What follows belongs to an exercise in optimizing a design on an open flow for small area; a production flow would make more cautious choices.
For this run, only the layout was checked, not whether the RTL still works.
No activity file was given, so power comes from the tool's default toggle rates.

===== design.v =====
module selector(
 input [7:0]addr,
 input [7:0]counter,
 input [7:0]version,
 input [7:0]dac,
 output reg [7:0]data
);
always @*
begin
   case(addr)
      8'h00:  data = version;
      8'h02:  data = dac;
      8'h03:  data = dac;
      8'h04:  data = dac;
      8'h05:  data = dac;
      8'h06:  data = dac;
      8'h07:  data = dac;
      8'h08:  data = dac;
      8'h09:  data = dac;
      8'h23:  data = dac;
      8'h24:  data = dac;
      8'h25:  data = dac;
      8'h47:  data = dac;
      8'h48:  data = dac;
      8'h26:  data = counter;
      8'h27:  data = counter;
      8'h28:  data = counter;
      8'h29:  data = counter;
      8'h2a:  data = counter;
      8'h2b:  data = counter;
      8'h2c:  data = counter;
      8'h2d:  data = counter;
      8'h2e:  data = counter;
      8'h2f:  data = counter;
      8'h30:  data = counter;
      8'h31:  data = counter;
      8'h32:  data = counter;
      8'h33:  data = counter;
      8'h34:  data = counter;
      8'h35:  data = counter;
      8'h36:  data = counter;
      8'h37:  data = counter;
      8'h38:  data = counter;
      8'h39:  data = counter;
      8'h3a:  data = counter;
      8'h3b:  data = counter;
      default:
  	     data = 0;
   endcase
end
endmodule
module command #(parameter CLK_FREQ=200000000)
(
	input	clk, input reset, input init,
	output reg reset_out,
	input we_addr_vjtag,
	input [7:0]addr_vjtag,
	input we_addr_export,
	input [7:0]addr_export,
	output reg [7:0]addr,
	input write_vjtag,
	input write_export,
	input write32_export,
	output reg sw_out,
	output reg sw_out32,	
	input [7:0]data_in_export,
	input [7:0]data_in_vjtag,
	input [31:0]data_in32_export,
	output reg [7:0]data_out,
	output reg [31:0]data_out32
); 
	(* syn_encoding = "safe" *) reg [5:0] state;
	parameter D0 = 0, R0 = 1, R1 = 2, SW0 = 3, SW1 = 4, vjtag_AD0 = 5, vjtag_AD1 = 6, export_AD0 = 7, export_AD1 = 8, INIT0 = 9, SW0_export = 10, SW1_export = 11, SW0_export32 = 12, SW1_export32 = 13;
	localparam integer delay = CLK_FREQ/2500000;
	integer res_count;
	integer sw_count;
	integer AD_count;
	always @ (posedge clk) begin
			case (state)
				D0: begin
					reset_out <= 1'b0;
					sw_out  <= 1'b0;
					sw_out32  <= 1'b0;
					 if(!reset || (addr == 8'h01 && data_out == 8'h02))
							state <= R0;
					 if(write_vjtag)
							state <= SW0;
					if(write_export)
							state <= SW0_export;
					if(write32_export)
							state <= SW0_export32;
					 if(we_addr_vjtag)
							state <= vjtag_AD0;
					 if(we_addr_export)
							state <= export_AD0;
					 if(init)
							state <= INIT0;
				end
				R0: begin
					res_count <= CLK_FREQ/1000;
					state <= R1;
					end
				R1:
					if (res_count > 0) begin
						state <= R1;
						res_count <= res_count - 1;
						addr <= 8'h00;
						reset_out <= 1'b1;
					end
					else begin
						state <= D0;
					end
				SW0: begin
					sw_count <= delay;
					state <= SW1;
					end
				SW1:
					if (sw_count > 0) begin
						state <= SW1;
						sw_count <= sw_count - 1;
						sw_out  <= 1'b1;
						data_out <= data_in_vjtag;
					end
					else begin
						state <= D0;
					end
				SW0_export: begin
					sw_count <= delay;
					state <= SW1_export;
					end
				SW1_export:
					if (sw_count > 0) begin
						state <= SW1_export;
						sw_count <= sw_count - 1;
						sw_out  <= 1'b1;
						data_out <= data_in_export;
					end
					else begin
						state <= D0;
					end
				SW0_export32: begin
					sw_count <= delay;
					state <= SW1_export32;
					end
				SW1_export32:
					if (sw_count > 0) begin
						state <= SW1_export32;
						sw_count <= sw_count - 1;
						sw_out32  <= 1'b1;
						data_out32 <= data_in32_export;
					end
					else begin
						state <= D0;
					end
				vjtag_AD0: begin
					AD_count <= delay;
					state <= vjtag_AD1;
					end
				vjtag_AD1:
					if (AD_count > 0) begin
						state <= vjtag_AD1;
						AD_count <= AD_count - 1;
						addr <= addr_vjtag;
					end
					else begin
						state <= D0;
					end
				export_AD0: begin
					AD_count <= delay;
					state <= export_AD1;
					end
				export_AD1:
					if (AD_count > 0) begin
						state <= export_AD1;
						AD_count <= AD_count - 1;
						addr <= addr_export;	
					end
					else begin
						state <= D0;
					end
				INIT0: begin
					addr <= 0;
					state <= D0;
				end
				default:
						state <= D0;
			endcase
			if (init) begin
				state <= INIT0;
				res_count <= 0;
				sw_count <= 0;
				AD_count <= 0;
				reset_out <= 1'b0;
				sw_out <= 1'b0;
				sw_out32 <= 1'b0;
				addr <= 8'h00;
				data_out <= 8'h00;
				data_out32 <= 32'h00000000;
			end
	end
endmodule
module counter
#(
	parameter DATA_WIDTH=8, parameter ADDR_WIDTH=22, parameter CLK_FREQ=200000000
 )
 (
	input wire clk,
	input wire [DATA_WIDTH-1:0]addr,
	input wire [DATA_WIDTH-1:0]data_in, output reg [DATA_WIDTH-1:0]data_out,
	input wire we, input wire initialization, input wire res,
	output wire [31:0]counter_time_ex,
	output wire [31:0]data_ex0,
	output wire [31:0]data_ex1,
	output wire [31:0]data_ex2,
	output wire [31:0]data_ex3,
	input wire start,
	output reg stop,
	input wire [3:0]signal 
);
(* syn_encoding = "safe" *) reg [3:0] state;
parameter init = 0, idle = 1, write = 2, counter = 3, delay = 4, end_counter = 5;
reg [DATA_WIDTH-1:0]ram[ADDR_WIDTH-1:0];
reg [31:0]count_time;
reg [31:0]sec;
reg [31:0]data[3:0];
reg [7:0]secTime;  
assign counter_time_ex[7:0] 	= ram[6];
assign counter_time_ex[15:8] 	= ram[7];
assign counter_time_ex[23:16] = ram[8];
assign counter_time_ex[31:24] = ram[9];
assign data_ex0[7:0] 	 = ram[2];
assign data_ex0[15:8]  = ram[3];
assign data_ex0[23:16] = ram[4];
assign data_ex0[31:24] = ram[5];
assign data_ex1[7:0] 	 = ram[10];
assign data_ex1[15:8]  = ram[11];
assign data_ex1[23:16] = ram[12];
assign data_ex1[31:24] = ram[13];
assign data_ex2[7:0] 	 = ram[14];
assign data_ex2[15:8]  = ram[15];
assign data_ex2[23:16] = ram[16];
assign data_ex2[31:24] = ram[17];
assign data_ex3[7:0] 	 = ram[18];
assign data_ex3[15:8]  = ram[19];
assign data_ex3[23:16] = ram[20];
assign data_ex3[31:24] = ram[21];
wire [3:0]enable;
assign enable = ram[0][7:4];
reg reset;
reg [3:0]signal_s1;
reg [3:0]signal_s2;
wire [3:0]rise;
assign rise = signal_s1 & ~signal_s2;
always @ (posedge clk) begin
	signal_s1 <= signal;
	signal_s2 <= signal_s1;
	if (initialization) begin
		signal_s1 <= 4'b0000;
		signal_s2 <= 4'b0000;
	end
end
always @ (posedge clk) begin
	if (reset || initialization)
		data[0] <= 0;
	else if (rise[0])
		data[0] <= data[0] + enable[3];
end
always @ (posedge clk) begin
	if (reset || initialization)
		data[1] <= 0;
	else if (rise[1])
		data[1] <= data[1] + enable[2];
end
always @ (posedge clk) begin
	if (reset || initialization)
		data[2] <= 0;
	else if (rise[2])
		data[2] <= data[2] + enable[1];
end
always @ (posedge clk) begin
	if (reset || initialization)
		data[3] <= 0;
	else if (rise[3])
		data[3] <= data[3] + enable[0];
end
always @ (posedge clk) begin
	if (reset || initialization)
		count_time <= 0;
	else if (rise[0])
		count_time <= count_time + 1;
end
always @ (posedge clk) begin 
	case(state)
		init: begin
			if(res || initialization || (ram[0][0] == 1'b1)) begin
				state <= init;
			end
			ram[0]  	<= 0;
			ram[1]  	<= 0;
			ram[2]  	<= 0;
			ram[3]  	<= 0;
			ram[4]  	<= 0;
			ram[5]  	<= 0;
			ram[6]  	<= 0;
			ram[7]  	<= 0;
			ram[8]  	<= 0;
			ram[9]  	<= 0;
			ram[10]  <= 0;
			ram[11]  <= 0;
			ram[12]  <= 0;
			ram[13]  <= 0;
			ram[14]  <= 0;
			ram[15]  <= 0;
			ram[16]  <= 0;
			ram[17]  <= 0;
			ram[18]  <= 0;
			ram[19]  <= 0;
			ram[20]  <= 0;
			ram[21]	<= 0;
			sec 	  	<= 0;
			secTime 	<= 0;
			stop 	  	<= 0;
			state   	<= idle;
		end
		idle: begin
			if(res || initialization || (ram[0][0] == 1'b1)) begin
				state <= init;
			end
			if(start) begin
				state <= delay;
			end
			if(we)
				state <= write;
			case(addr)
				8'h26:  data_out <= ram[0];
				8'h27:  data_out <= ram[1];
				8'h28:  data_out <= ram[2];
				8'h29:  data_out <= ram[3];
				8'h2a:  data_out <= ram[4];
				8'h2b:  data_out <= ram[5];
				8'h2c:  data_out <= ram[6];
				8'h2d:  data_out <= ram[7];
				8'h2e:  data_out <= ram[8];
				8'h2f:  data_out <= ram[9];
				8'h30:  data_out <= ram[10];
				8'h31:  data_out <= ram[11];
				8'h32:  data_out <= ram[12];
				8'h33:  data_out <= ram[13];
				8'h34:  data_out <= ram[14];
				8'h35:  data_out <= ram[15];
				8'h36:  data_out <= ram[16];
				8'h37:  data_out <= ram[17];
				8'h38:  data_out <= ram[18];
				8'h39:  data_out <= ram[19];
				8'h3a:  data_out <= ram[20];
				8'h3b:  data_out <= ram[21];
			endcase
		end
		write: begin
			if(res || initialization || (ram[0][0] == 1'b1)) begin
				state <= init;
			end
			case(addr)
				8'h26:  ram[0] <= data_in;
				8'h27:  ram[1] <= data_in;
				8'h28:  ram[2] <= data_in;
				8'h29:  ram[3] <= data_in;
				8'h2a:  ram[4] <= data_in;
				8'h2b:  ram[5] <= data_in;
				8'h2c:  ram[6] <= data_in;
				8'h2d:  ram[7] <= data_in;
				8'h2e:  ram[8] <= data_in;
				8'h2f:  ram[9] <= data_in;
				8'h30:  ram[10] <= data_in;
				8'h31:  ram[11] <= data_in;
				8'h32:  ram[12] <= data_in;
				8'h33:  ram[13] <= data_in;
				8'h34:  ram[14] <= data_in;
				8'h35:  ram[15] <= data_in;
				8'h36:  ram[16] <= data_in;
				8'h37:  ram[17] <= data_in;
				8'h38:  ram[18] <= data_in;
				8'h39:  ram[19] <= data_in;
				8'h3a:  ram[20] <= data_in;
				8'h3b:  ram[21] <= data_in;
			endcase
			state <= idle;
		end
		delay: begin
			if(res || initialization || (ram[0][0] == 1'b1))
				state 	<= init;
			if(sec == CLK_FREQ/1000-2) begin
				reset 	<= 1;
			end
			if(sec == CLK_FREQ/1000-1) begin
				reset 	<= 0;
				sec 		<= 0;
				secTime 	<= ram[1];
				stop 		<= 0;	
				state <= counter;
			end
			else begin
				sec 		<= sec + 1;
			end
		end
		counter: begin
			if(res || initialization || (ram[0][0] == 1'b1))
				state 		<= init;
	   	if(secTime > 0) begin
				if(sec == CLK_FREQ-1) begin
					secTime 	<= secTime - 1'b1;
					sec 		<= 0;
				end
				else begin
					sec 		<= sec + 1;
				end
			end
			else begin
				sec 	 <= 0;
				stop 	 <= 1;
				ram[2] <= data[0][7:0];
				ram[3] <= data[0][15:8];
				ram[4] <= data[0][23:16];
				ram[5] <= data[0][31:24];
				ram[6] <= count_time[7:0];
				ram[7] <= count_time[15:8];
				ram[8] <= count_time[23:16];
				ram[9] <= count_time[31:24];
				ram[10] <= data[1][7:0];
				ram[11] <= data[1][15:8];
				ram[12] <= data[1][23:16];
				ram[13] <= data[1][31:24];
				ram[14] <= data[2][7:0];
				ram[15] <= data[2][15:8];
				ram[16] <= data[2][23:16];
				ram[17] <= data[2][31:24];
				ram[18] <= data[3][7:0];
				ram[19] <= data[3][15:8];
				ram[20] <= data[3][23:16];
				ram[21] <= data[3][31:24];
				state  <= end_counter;
			end
		end
		end_counter: begin
			if(res || initialization || (ram[0][0] == 1'b1))
				state <= init;
			if(sec == CLK_FREQ/100) begin
				stop 	<= 0;
				sec 	<= 0;
				state <= idle;
			end
			else begin
				sec 	<= sec + 1;
			end
		end
	endcase
	if (initialization) begin
		state <= init;
		ram[0] <= 0; ram[1] <= 0; ram[2] <= 0; ram[3] <= 0;
		ram[4] <= 0; ram[5] <= 0; ram[6] <= 0; ram[7] <= 0;
		ram[8] <= 0; ram[9] <= 0; ram[10] <= 0; ram[11] <= 0;
		ram[12] <= 0; ram[13] <= 0; ram[14] <= 0; ram[15] <= 0;
		ram[16] <= 0; ram[17] <= 0; ram[18] <= 0; ram[19] <= 0;
		ram[20] <= 0; ram[21] <= 0;
		sec <= 0;
		secTime <= 0;
		stop <= 0;
		reset <= 0;
		data_out <= 0;
	end
end
endmodule
module dac_7624 #(parameter CLK_FREQ=50000000)
(
 output reg READ,
 output reg nCS,
 output reg nRESET,
 output reg nLDAC,
 input wire startStep,
 output reg start_counter,
 input wire clk,
 input wire reset,
 input wire init,
 input wire write
);
(* syn_encoding = "safe" *) reg [3:0] state;
parameter INIT = 0, IDLE = 1, RESET0 = 2, RESET1 = 3, FIN0 = 4, FIN1 = 5, WRITE0 = 6, WRITE1 = 7, WRITE2 = 8, WRITE3 = 9, DLY0 = 10, DLY1 = 11;
integer res_count;
integer write_count;
integer start_count;
always @(posedge clk) begin
   if (init)  state <= INIT;
	if (reset) state <= RESET0;
   case (state)
	   INIT: begin
			READ <= 1'b1;
			nCS <= 1'b1;
		   nRESET <= 1'b1;
			nLDAC <= 1'b1;
			state <= IDLE;
		end
	   IDLE: begin
		   if (reset) begin
			   state <= RESET0;
			end
			if (init) begin 
				state <= INIT;
			end
			if (startStep) begin
				state <= FIN0;
			end
			else begin
			   if (write) begin
			      state <= DLY0;
				end
				else begin
					state <= IDLE;
				end
			end
		end
		FIN0: begin
			if (reset) begin
				state <= RESET0;
			end
			start_count <= 5;
			start_counter <= 1'b1;
			state <= FIN1;
		end
		FIN1: begin
			if (reset) begin
				start_counter <= 1'b0;
				state <= RESET0;
			end
			if (start_count > 0) begin
				start_count <= start_count - 1;
			end
			else begin
				start_counter <= 1'b0;
				state <= IDLE;
			end
		end
		RESET0: begin
			nRESET <= 1'b0;
		   res_count <= 3;
			state <= RESET1;
		end
		RESET1: begin
		   if (res_count > 0) begin
				res_count <= res_count - 1;
			end
			else begin
			   state <= INIT;
			end
		end
		DLY0: begin
			if (reset) begin
				state <= RESET0;
			end
			write_count <= 10;
			state <= DLY1;
		end
		DLY1: begin
			if (reset) begin
				state <= RESET0;
			end
			if (write_count>0) begin
				write_count <= write_count - 1;
			end
			else begin
				state <= WRITE0;
			end
		end
		WRITE0: begin
			if (reset) begin
			   state <= RESET0;
			end
			READ <= 1'b0;
			nLDAC <= 1'b0;
			write_count <= 3;
			state <= WRITE1;
		end
		WRITE1: begin
			if (reset) begin
			   state <= RESET0;
			end
		   if (write_count>0) begin
				write_count <= write_count - 1;
			end
			else begin
			   write_count <= 3;
				nCS <= 1'b0;
			   state <= WRITE2;
			end
		end
		WRITE2: begin
			if (reset) begin
			   state <= RESET0;
			end
			if (write_count>0) begin
				write_count <= write_count - 1;
			end
			else begin
				write_count <= 4;
				nCS <= 1'b1;
				state <= WRITE3;
			end
		end
		WRITE3: begin
			if (reset) begin
			   state <= RESET0;
			end
			if (write_count>0) begin
				write_count <= write_count - 1;
			end
			else begin
				nLDAC <= 1'b1;
				READ <= 1'b1;
				if (startStep) begin
					state <= FIN0;
				end
				else begin
					state <= IDLE;
				end
			end
		end
		default: begin
		   state <= IDLE;
		end
	endcase
	if (init) begin
		state <= INIT;
		res_count <= 0;
		write_count <= 0;
		start_count <= 0;
		READ <= 1'b1;
		nCS <= 1'b1;
		nRESET <= 1'b1;
		nLDAC <= 1'b1;
		start_counter <= 1'b0;
	end
end
endmodule
module dac
#(
	parameter DATA_WIDTH=8, parameter ADDR_WIDTH=11
 )
(
 input wire clk,
 input wire init, input wire res,
 input wire we, input wire [DATA_WIDTH-1:0]addr,
 input wire [DATA_WIDTH-1:0]data_in,
 output reg [DATA_WIDTH-1:0]data_out,
 input wire we32,
 input wire [31:0]data_in32,
 output wire READ,
 output wire nCS,
 output wire nRESET,
 output wire nLDAC,
 output reg [1:0]ch,
 output wire [11:0]data,
 input wire startStep,
 output wire start_counter
);
reg [DATA_WIDTH-1:0]ram[ADDR_WIDTH-1:0];
wire [3:0]mask;
assign data[7:0]  = ram[1];
assign data[11:8] = ram[2][3:0];
assign mask = ram[2][7:4];
wire reset;
assign reset = res || ram[0][0];
always @(posedge clk) begin 
	if(reset) begin
		ram[0] <= 8'b00000000;
		ram[1] <= 8'b00000000;
		ram[2] <= 8'b10001000;
	end
	if(init) begin
		ram[0] <= 8'b00000000;
		ram[1] <= 8'b00000000;
		ram[2] <= 8'b10001000;
	end
	if(we) begin
		case(addr)
			8'h02:  ram[3] <= data_in;
			8'h03:  ram[4] <= data_in;
			8'h04:  ram[5] <= data_in;
			8'h05:  ram[6] <= data_in;
			8'h06:  ram[7] <= data_in;
			8'h07:  ram[8] <= data_in;
			8'h08:  ram[9] <= data_in;
			8'h09:  ram[10] <= data_in;
			8'h23:  ram[0] <= data_in;
			8'h24:  ram[1] <= data_in;
			8'h25: begin
				ram[2] <= data_in;
				case(mask)
					4'b1000: ch <= 2'b00;
					4'b0100: ch <= 2'b01;
					4'b0010: ch <= 2'b10;
					4'b0001: ch <= 2'b11;
					default: ch <= 2'b00;
				endcase
			end
		endcase
	end
	if(we32) begin
		if(addr == 8'h47) begin
			ram[1] <= data_in32[7:0];
			ram[2] <= data_in32[15:8];
			case(mask)
				4'b1000: ch <= 2'b00;
				4'b0100: ch <= 2'b01;
				4'b0010: ch <= 2'b10;
				4'b0001: ch <= 2'b11;
				default: ch <= 2'b00;
			endcase
	  	end
	end
	case(addr)
		8'h02: 	data_out <= ram[3];
		8'h03:   data_out <= ram[4];
		8'h04: 	data_out <= ram[5];
		8'h05:   data_out <= ram[6];
		8'h06: 	data_out <= ram[7];
		8'h07:   data_out <= ram[8];
		8'h08: 	data_out <= ram[9];
		8'h09:   data_out <= ram[10];
		8'h23:	data_out <= ram[0];
		8'h24:   data_out <= ram[1];
		8'h25:   data_out <= ram[2];
		8'h47:   data_out <= ram[1];
		8'h48:	data_out <= ram[2];
	endcase
	if(reset) begin
		ram[0] <= 0;
		ram[1] <= 0;
		ram[2] <= 8'b10001000;
	end
	if(init) begin
		ram[0] <= 8'b00000000;
		ram[1] <= 8'b00000000;
		ram[2] <= 8'b10001000;
		ram[3] <= 8'b00000000;
		ram[4] <= 8'b00000000;
		ram[5] <= 8'b00000000;
		ram[6] <= 8'b00000000;
		ram[7] <= 8'b00000000;
		ram[8] <= 8'b00000000;
		ram[9] <= 8'b00000000;
		ram[10] <= 8'b00000000;
		ch <= 2'b00;
		data_out <= 8'b00000000;
	end
end
dac_7624 #(.CLK_FREQ(50000000)) dac_7624_inst
(
	READ,
	nCS,
	nRESET,
	nLDAC,
	startStep,
	start_counter,
	clk,
	reset,
	init,
	we
);
endmodule
module quadChannelCounter(
	input clock50Mhz,
	input init,
	input key_restart,
	output READ,
	output nCS,
	output nRESET,
	output nLDAC,
	output [1:0]dac_chn_out,
	output [11:0]dac_data_out,
	input  wire [7:0]host_addr,        
	input  wire      host_addr_write,  
	input  wire [7:0]host_wdata,       
	input  wire      host_write,       
	input  wire [31:0]host_wdata32,    
	input  wire      host_write32,     
	input  wire      host_start_step,  
	output wire [7:0]host_rdata,       
	output wire      stop_step,        
	output wire [31:0]time_count,      
	output wire [31:0]ch0_count,       
	output wire [31:0]ch1_count,       
	output wire [31:0]ch2_count,       
	output wire [31:0]ch3_count,       
	input [3:0]count
  );
localparam FRQ=50000000;
localparam GATE_FRQ=10000;
wire clk;
assign clk=clock50Mhz;
wire reset;
wire [7:0]data_in;
assign host_rdata = data_in;
wire [7:0]data_vjtag_out;
wire [7:0]address_vjtag;
wire addr_write_vjtag;
wire write_vjtag;
assign data_vjtag_out = 8'h00;
assign address_vjtag = 8'h00;
assign addr_write_vjtag = 1'b0;
assign write_vjtag = 1'b0;
wire write;
wire write32;
wire [7:0]data;
wire [31:0]data32;
wire [7:0]addr;
command#(.CLK_FREQ(FRQ)) command_inst
(
	clk, key_restart,
	init, reset,
	addr_write_vjtag,
	address_vjtag,
	host_addr_write,
	host_addr,
	addr,
	write_vjtag,
	host_write,
	host_write32,
	write,
	write32,
	host_wdata,
	data_vjtag_out,
	host_wdata32,
	data,
	data32
);
wire [7:0]data_counter;
wire start_counter;
counter#(.CLK_FREQ(GATE_FRQ)) counter_inst
(
	clk,
	addr,
	data, data_counter,
	write, init, reset,
	time_count,
	ch0_count,
	ch1_count,
	ch2_count,
	ch3_count,
	start_counter,
	stop_step,
	count
);
wire [7:0]data_DAC;
dac dac_inst
(
 clk,
 init, reset,
 write, addr,
 data,
 data_DAC,
 write32,
 data32,
 READ,
 nCS,
 nRESET,
 nLDAC,
 dac_chn_out,
 dac_data_out,
 host_start_step,
 start_counter
);
wire [7:0]version;
assign version[7:0] = 8'b00010000;
selector selector_data_vjtag_in(
 addr,
 data_counter,
 version,
 data_DAC,
 data_in
);
endmodule

===== run.sh =====
#!/bin/bash
# synth_recipe.tcl (not shown) runs the flow's synth.tcl, then flattens the netlist and writes it again
# the make line also repeats each setting of config.mk as NAME=value (left out here)
make -C /OpenROAD-flow-scripts/flow DESIGN_CONFIG=/design/flow/config.mk WORK_HOME=/design/flow/orfs CLKGATE_MAP_FILE= SYNTH_SCRIPT=/design/flow/synth_recipe.tcl finish

===== config.mk =====
export PLATFORM = sky130hd
export DESIGN_NAME = quadChannelCounter
export DESIGN_NICKNAME = quadChannelCounter
export VERILOG_FILES = /design/flow/design.v
export SDC_FILE = /design/flow/constraint.sdc
export NUM_CORES = 4
export LEC_CHECK = 0
export CAP_MARGIN = 20
export CORE_MARGIN = 2
export CORE_UTILIZATION = 40
export PLACE_DENSITY = 0.6
export SLEW_MARGIN = 20

===== constraint.sdc =====
create_clock -name core_clock -period 10.0 [get_ports {clock50Mhz}]
set_input_delay 2.0000 -clock core_clock [delete_from_list [all_inputs] [get_ports {clock50Mhz}]]
set_output_delay 2.0000 -clock core_clock [all_outputs]
set_load 0.01 [all_outputs]

==> out/metrics.yaml <==
cts:
  clock_latency_ps: 650
  clkTransAtPathRegs_ps: 60
  clock-sinks: 735
  cts-resized-gates: 0
  root_buffer: "clkbuf_16"
  cts_tree: "yes"
  numCtsBuffers: 84
  hold_buffers: 0
  post_cts_buffers: 0
  htreeDepth: 3
  clockBufferDepth: 3
global_routing:
  grt_usage_pct: 24.37
  grt_overflow_total: 0
  grtUsageMet3_pct: 3.656
  grt-busiest-layer: "met2"
  grt_pass1_vias: 27950
  grt_pass1_wl_mm: 166.6
  antenna_found_initial: 0
  grt_max_degree: 99
  grt_use_met2_pct: 38.22
  use_met1_pct: 33.53
worst_setup_path:
  startpoint_type: "register"
  crit_path_end_kind: "primary output"
  crit_required_ps: 8000
  crit_type: "reg -> out"
  crit_arrival_ps: 4050
  worst-path-max-fanout: 17
sta:
  finalCritPeriodShare_pct: 60.51
  finalCriticalPeriod_ps: 6051
  finalClockSkew_ps: 21.05
  relSlewSlack_pct: 19.61
  hold_viol_final: 0
  rsz0062_at_grt: "no"
  setup_viol: 0
  max_freq_mhz: 165.3
  worst_slew_pin_slew_ps: 1203
  setup_tns_ps: 0
  setup_slack_ps: 3949
  finalMaxSlewViolations: 0
  whs_ps: 437.5
pwr:
  p_clk_share_pct: 33.3
  pwr-share-seq_pct: 38.7
  swShare_pct: 35.25
  switchingPower_uw: 3393
  leakage_uw: 0.01411
  pwr-share-comb_pct: 28.0
  powerDensity_nw_per_um2: 243.0
  vdd_drop_max_uv: 141.9
  p_int_uw: 6232
placement:
  place_hpwl_mm: 73.49
  gp_congestion: 0.8878
  port_buffers: 229
  dpl_cell_area_um2: 36730
  pre_cts_ws_ps: 4710
run_status:
  outcome: "timing/DRC/antenna clean"
drt:
  ant_nets: 0
  drc: 0
  firstDrtPassIters: 7
  drt_iter0_markers: 2830
  wl_mm: 108.1
  via_per_inst: 5.695
  vias: 30550
  wl_per_cell_um: 20.15
floorplanning:
  core-area_um2: 83560
  ios: 246
  rows: 106
  floorplan.initialDensity_pct: 40.29
  chipHeight_um: 294.1
  die_area_um2: 86500
  die_w_um: 294.1
logic_synthesis:
  ys.flop_type: "dfxtp_1"
  netlist_area_um2: 33670
  async_flop_share_pct: 0
  ys_seq_area_share_pct: 43.70
  synth_edf_count: 0
  ys_ff_latch: 735
  avgSynthCellArea_um2: 8.206
  ys_warn_count: 8
  syn-num-nets: 4182
  synthDistinctLibCells: 88
  synthCells: 4103
final_layout:
  final_core_util_pct: 47.41
  drive_gt1_share_pct: 5.368
  fin_area_um2: 39610
  n_antenna_cell: 0
  area_growth_pct: 17.66
  fin_nets: 4295
worst_hold_path:
  hold_class: "reg -> reg"
job:
  cap_violations: 0
==> cell families (layout without fill, tap and decap cells) <==
family / after synthesis / after routing / share of synthesized area, %
xor+xnor: 286 / 286 / 7.440
compound gates: 905 / 905 / 17.50
buf+inv: 300 / 482 / 3.505
fa+ha+maj: 20 / 20 / 0.7433
flops: 735 / 735 / 43.70
simple gates: 1788 / 1788 / 24.94
mux: 69 / 69 / 2.167
==> registers in the layout, indices dropped and copies added, names as in the netlist, 2 cells and up <==
name,count
command_inst.data_out32,16
command_inst.res_count,32
dac_inst.dac_7624_inst.write_count,32
dac_inst.ram,88
dac_inst.ch,2
dac_inst.dac_7624_inst.state,4
dac_inst.data_out,8
counter_inst.secTime,8
command_inst.state,4
counter_inst.signal_s1,4
counter_inst.signal_s2,4
command_inst.data_out,8
counter_inst.data_out,8
counter_inst.sec,32
counter_inst.ram,176
dac_inst.dac_7624_inst.res_count,32
counter_inst.count_time,32
dac_inst.dac_7624_inst.start_count,32
counter_inst.state,4
command_inst.AD_count,32
counter_inst.data,128
command_inst.addr,8
command_inst.sw_count,32
==> final timing paths <==
path                                           startpoint                                 endpoint  slack (ps)  depth (start not counted)
hold / removal    command_inst.res_count[30]$_SDFFE_PP0P_  command_inst.res_count[30]$_SDFFE_PP0P_         440                          1
setup reg to reg   command_inst.res_count[0]$_SDFFE_PP0P_        command_inst.addr[3]$_SDFFE_PP0P_        6450                          9
setup / recovery        command_inst.addr[3]$_SDFFE_PP0P_                            host_rdata[1]        3950                          8
hold reg to reg   command_inst.res_count[30]$_SDFFE_PP0P_  command_inst.res_count[30]$_SDFFE_PP0P_         440                          1
==> cell usage in the layout, fill, tap and decap left out, types with 10 or more instances in the layout <==
cell type          n
o21ai_1           14
nand2b_1          24
and3_1            46
xor2_1           189
nor2b_1           33
and2_1            19
o31ai_1           21
or2_2             11
a31o_1            10
clkinv_2          11
xnor2_1           97
a222oi_1          14
nor3_1           102
dfxtp_1          734
a221oi_1          15
or4_1             48
a22oi_1           73
ha_1              20
mux2i_1           56
inv_1             49
o211ai_1          13
buf_4             48
nand3_1          156
clkbuf_1          23
nand3b_1          18
or3_1             60
clkdlybuf4s50_1  228
and4_1            17
nor4_1            67
nand2_1          357
a22o_1            18
o21ai_0           82
nor2_1           717
a21oi_1          343
a211oi_1         194
a31oi_1           21
clkbuf_8          14
nand4_1           63
clkbuf_16         85
==> critical path: stages (launching register included) <==
cell and delay (ps):
dfxtp_1 720, nand2b_1 280, or3_1 390, a2111oi_2 360, buf_4 250, a2111o_1 270
or2_1 280, a22o_1 300, clkdlybuf4s50_1 580
==> cells in the mapped netlist (19+ instances only) <==
cell	instances	area [um^2]
dfxtp_1	735	14710
nor2_1	719	2699
nand2_1	357	1340
a21oi_1	343	1717
clkbuf_1	211	792.0
a211oi_1	194	1456
xor2_1	189	1655
nand3_1	156	780.8
nor3_1	105	525.5
xnor2_1	97	849.6
o21ai_0	83	415.4
a22oi_1	73	548.0
nor4_1	68	425.4
nand4_1	63	394.1
or3_1	60	375.4
mux2i_1	56	560.5
inv_1	49	183.9
and3_1	48	300.3
or4_1	48	360.4
nor2b_1	33	206.5
buf_2	28	140.1
nand2b_1	24	150.1
a31oi_1	21	131.4
o31ai_1	21	157.7
ha_1	20	250.2
and2_1	19	118.9
==> power groups by stage <==
stage	logic (uW)	clock network (uW)	registers, uW
2_1_floorplan	1960	0	3590
3_3_place_gp	2650	0	3770
3_5_place_dp	2670	0	3770
4_1_cts	2690	3260	3710
5_1_grt	3010	3380	3760
6_report	2700	3200	3730
==> per-stage QoR <==
step	total power, uW	cells
floorplan	5549	4103
CTS	9666	5365
finish	9626	5365
detailed placement	6446	5210
global placement	6415	5210
global route	10150	5365
==> per-layer routing <==
| metal | vias up | wire (um) |
|---|---|---|
| met3 | 215 | 7316 |
| met4 | 0 | 4229 |
| met2 | 1044 | 48180 |
| met5 | - | 0 |
| li1 | 14890 | - |
| met1 | 14400 | 48360 |
==> cell type report <==
cell class                 count  area [um^2]
clock buffer                 122         2406
tap                         1080         1351
sequential                   735        14720
timing repair buffer         277         2658
clock inverter                33        464.2
inverter                      50        187.7
multi-input combinational   3068        17830
fill                        8248        43940

==> port drivers added, routing unchanged <==
The flow's constraints put no driver on any port. The routed layout listed below was extracted and timed again, unchanged, in two steps. Step 1 assumes that a clkbuf_16 drives the clock port and a buf_2 every other input. Step 2 times the ports against the registers' clock, not the clock port: input delays grow and output delays shrink by t, the midpoint of the rising clock arrivals with the driver on. Three values: ideal, step 1, step 2; two values: the first two.
t (ns): 0.699
setup slack, ns: 3.949 / 3.884 / 4.583
hold slack, ns: 0.437 / 0.437 / 0.437
worst setup path at the end: register to output
pins driven straight from the clock port: 1
After both steps this run still meets setup and hold. The setup slack of this run moves by -0.065 ns with the drivers and by +0.634 ns with both steps.
